This design comes from an exercise in tuning for small area and a short achievable clock period on the open sky130 flow, not from production work. Only simulation tests tie the RTL to the original design; equivalence was not proved.

// mac_unit
module mac_unit #(
    parameter AW = 16,
    parameter BW = 16,
    parameter ACCW = 40,
    parameter SIGNED = 0
)(
    input  wire clk,
    input  wire rst_n,
    input  wire en,
    input  wire valid_in,
    input  wire [AW-1:0] a,
    input  wire [BW-1:0] b,
    output reg  valid_out,
    output reg  [ACCW-1:0] acc_out
);
make LEC_CHECK=0 CAP_MARGIN=20 CORE_MARGIN=2 CORE_UTILIZATION=65 CTS_BUF_LIST='sky130_fd_sc_hd__clkbuf_4 sky130_fd_sc_hd__clkbuf_8' SETUP_SLACK_MARGIN=3.65 SLEW_MARGIN=20 SYNTH_HIERARCHICAL=1 SYNTH_MINIMUM_KEEP_SIZE=0 finish   # period 7.0 ns
run.sh (not shown) runs the stock make flow with config.mk's settings and CLKGATE_MAP_FILE= SYNTH_SCRIPT=/design/flow/synth_recipe.tcl, a recipe that flattens the netlist after the stock synthesis.
The baseline produced a clean layout.
==> next run, changes <==
==> flow/flow/run.sh (new file) <==
#!/bin/bash
# The standard layout (the standard.sh, all steps), with the port
# buffers inserted as the smallest buffer cell; the flow's repair steps
# resize the ones on critical paths.
set -e
cp standard.sh standard_sh.txt
export BUFFER_PORTS_ARGS="-buffer_cell sky130_fd_sc_hd__buf_1"
bash standard.sh > standard.log 2>&1
==> flow/standard.sh (new file) <==
#!/bin/bash
# synth_recipe.tcl (not shown) runs the flow's synth.tcl, then flattens the netlist and writes it again
# the make line also repeats each setting of config.mk as NAME=value (left out here)
make -C /OpenROAD-flow-scripts/flow DESIGN_CONFIG=/design/flow/config.mk WORK_HOME=/design/flow/orfs CLKGATE_MAP_FILE= SYNTH_SCRIPT=/design/flow/synth_recipe.tcl "${@:-finish}"
--- a/flow/config.mk
+++ b/flow/config.mk
@@ -11,3 +11,3 @@
 export CTS_BUF_LIST = sky130_fd_sc_hd__clkbuf_4 sky130_fd_sc_hd__clkbuf_8
-export SETUP_SLACK_MARGIN = 3.65
+export SETUP_SLACK_MARGIN = 3.7
 export SLEW_MARGIN = 20
removed: flow/run.sh
Result:
- The changed run ran to the end with no violations
- area after synthesis is unchanged
- core utilization is higher by 0.62 points
- clock-buffer cell count is higher by 1
==> next run, changes <==
==> flow/run.sh (new file) <==
#!/bin/bash
# synth_recipe.tcl (not shown) runs the flow's synth.tcl, then flattens the netlist and writes it again
# the make line also repeats each setting of config.mk as NAME=value (left out here)
make -C /OpenROAD-flow-scripts/flow DESIGN_CONFIG=/design/flow/config.mk WORK_HOME=/design/flow/orfs CLKGATE_MAP_FILE= SYNTH_SCRIPT=/design/flow/synth_recipe.tcl finish
removed: flow/flow/run.sh
removed: flow/standard.sh
Fmax rose slightly.
Design area fell slightly.
Via count fell by a few percent.
Setup slack gains 37 ps.
Wire length fell by a little under a tenth.
Core utilization fell by 0.72 points.
Clock-buffer cell count fell by 2.
Synthesized cell count does not change.
==> next run, changes <==
--- a/flow/config.mk
+++ b/flow/config.mk
@@ -11,2 +11,3 @@
 export CTS_BUF_LIST = sky130_fd_sc_hd__clkbuf_4 sky130_fd_sc_hd__clkbuf_8
+export GPL_ROUTABILITY_DRIVEN = 0
 export SETUP_SLACK_MARGIN = 3.7
Result: Setup slack gets better by 14 ps. Register-to-register slack stays flat. Count of clock-buffer cells in the layout is unchanged. Worst hold slack stays flat. Sequential share of layout area barely changes. Clock skew drops by 8.4 ps.

P:
mac_unit again, from the RTL that the note above started with.
==> flow/design.v (excerpt) <==
module mac_unit #(
    parameter AW = 16,
    parameter BW = 16,
    parameter ACCW = 40,
    parameter SIGNED = 0
)(
    input  wire clk,
    input  wire rst_n,
    input  wire en,
    input  wire valid_in,
    input  wire [AW-1:0] a,
    input  wire [BW-1:0] b,
    output reg  valid_out,
    output reg  [ACCW-1:0] acc_out
);
  reg [80:0] pr;
  reg valid_reg;
  wire [39:0] nacc = ~acc_out;
  wire p1;
  wire p2;
  wire p3;
  wire p4;
  wire p5;
  wire p6;
  wire p7;
  wire p8;
  wire p9;
  wire p10;
  wire p11;
  wire p12;
  wire p13;
  wire p14;
  wire p15;
  wire p16;
  wire p17;
  wire p18;
  wire p19;
  wire p20;
  wire p21;
  wire p22;
  wire p23;
  wire p24;
  wire p25;
  wire p26;
  wire p27;
  wire p28;
  wire p29;
  wire p30;
  wire p31;
  wire p32;
  wire p33;
  wire p34;
  wire p35;
  wire p36;
  wire p37;
  wire p38;
  wire p39;
  wire p40;
  wire p41;
  wire p42;
  wire p43;
  wire p44;
  wire p45;
  wire p46;
  wire p47;
  wire p48;
  wire p49;
  wire p50;
  wire p51;
  wire p52;
  wire p53;
  wire p54;
  wire p55;
  wire p56;
  wire p57;
  wire p58;
  wire p59;
  wire p60;
  wire p61;
  wire p62;
  wire p63;
  wire p64;
  wire p65;
  wire p66;
  wire p67;
  wire p68;
  wire p69;
  wire p70;
  wire p71;
  wire p72;
  wire p73;
  wire p74;
  wire p75;
  wire p76;
  wire p77;
  wire p78;
  wire p79;
  wire p80;
  wire p81;
  wire p82;
  wire p83;
  wire p84;
  wire p85;
  wire p86;
  wire p87;
  wire p88;
  wire p89;
  wire p90;
  wire p91;
  wire p92;
  wire p93;
  wire p94;
  wire p95;
  wire p96;
  wire p97;
  wire p98;
  wire p99;
  wire p100;
  wire p101;
  wire p102;
  wire p103;
  wire p104;
  wire p105;
  wire p106;
  wire p107;
  wire p108;
  wire p109;
  wire p110;
  wire p111;
  wire p112;
  wire p113;
  wire p114;
  wire p115;
  wire p116;
  wire p117;
  ...
make LEC_CHECK=0 CAP_MARGIN=20 CORE_MARGIN=2 CORE_UTILIZATION=65 CTS_BUF_LIST='sky130_fd_sc_hd__clkbuf_4 sky130_fd_sc_hd__clkbuf_8' SETUP_SLACK_MARGIN=3.6 SLEW_MARGIN=20 SYNTH_HIERARCHICAL=1 SYNTH_MINIMUM_KEEP_SIZE=0 finish   # period 7.0 ns
Stock flow here: none of the scripts above is used.
Both conditions hold for P: the flow ran to the end and the final layout passed the timing, design-rule and antenna checks.
--- input diff P..Q ---
--- a/flow/config.mk
+++ b/flow/config.mk
@@ -12 +12 @@
-export SETUP_SLACK_MARGIN = 3.6
+export SETUP_SLACK_MARGIN = 3.7
@@ -15,0 +16 @@
+export TNS_END_PERCENT = 20
--- outcome ---
- Relative to P, the minimum hold slack of Q is lower by 0.0063 ns.
- In the tables for Q and P, setup slack reads higher with P.
- Looking at final critical path time including I/O delays and setup across Q and P, the one that comes out higher is Q.
- P was larger in final cell area than Q.
- Routed via count (Q vs. P) decreases slightly
- Between Q and P, the sequential share of layout area is lower for P.
- Delta (Q minus P): detailed-route wire length climbed 790 um.
Input changes introduced in R (baseline for comparison: Q):
--- a/flow/config.mk
+++ b/flow/config.mk
@@ -10 +10 @@
-export CORE_UTILIZATION = 65
+export CORE_UTILIZATION = 72
@@ -16 +15,0 @@
-export TNS_END_PERCENT = 20
[summary]
In R, the die area came out about 9% below the value in Q. The critical path depth reported for R is greater than that of Q by 5. R went all the way through synthesis, placement and routing and the layout is clean on timing, DRC and antenna. Sequential share of layout area, R and Q, higher one = Q.

## separate check: timing with driven ports
The results above use ideal ports. As a check the final layouts listed here were re-extracted and re-timed, cells and wires unchanged.
Step 1, drivers: a clkbuf_16 drives clk and a buf_2 each remaining input, both assumed.
Step 2, shift: input delay + t, output delay - t, t = (earliest + latest rising clock arrival at the registers) / 2. This alone moves slack from input paths to output paths.
Slacks: ideal ports / drivers / drivers and shift; pairs: ideal ports / drivers.
| run | t, ns | setup slack, ns | worst setup path after step 2 |
|---|---|---|---|
| the first run of note 1 | 0.484 | 3.670 / 3.673 / 3.189 | input to register |
| the second run of note 1 | 0.481 | 3.673 / 3.632 / 3.150 | input to register |
| the third run of note 1 | 0.482 | 3.711 / 3.727 / 3.245 | input to register |
| the fourth run of note 1 | 0.480 | 3.725 / 3.727 / 3.246 | input to register |
| P | 0.488 | 3.633 / 3.645 / 3.156 | input to register |
| Q | 0.473 | 3.629 / 3.644 / 3.171 | input to register |
| R | 0.502 | 3.505 / 3.505 / 3.136 | input to register |
After both steps every run listed still meets setup and hold. For the second run of note 1, which loses most, drivers alone change the setup slack by -0.041 ns; drivers and shift together by -0.523 ns.
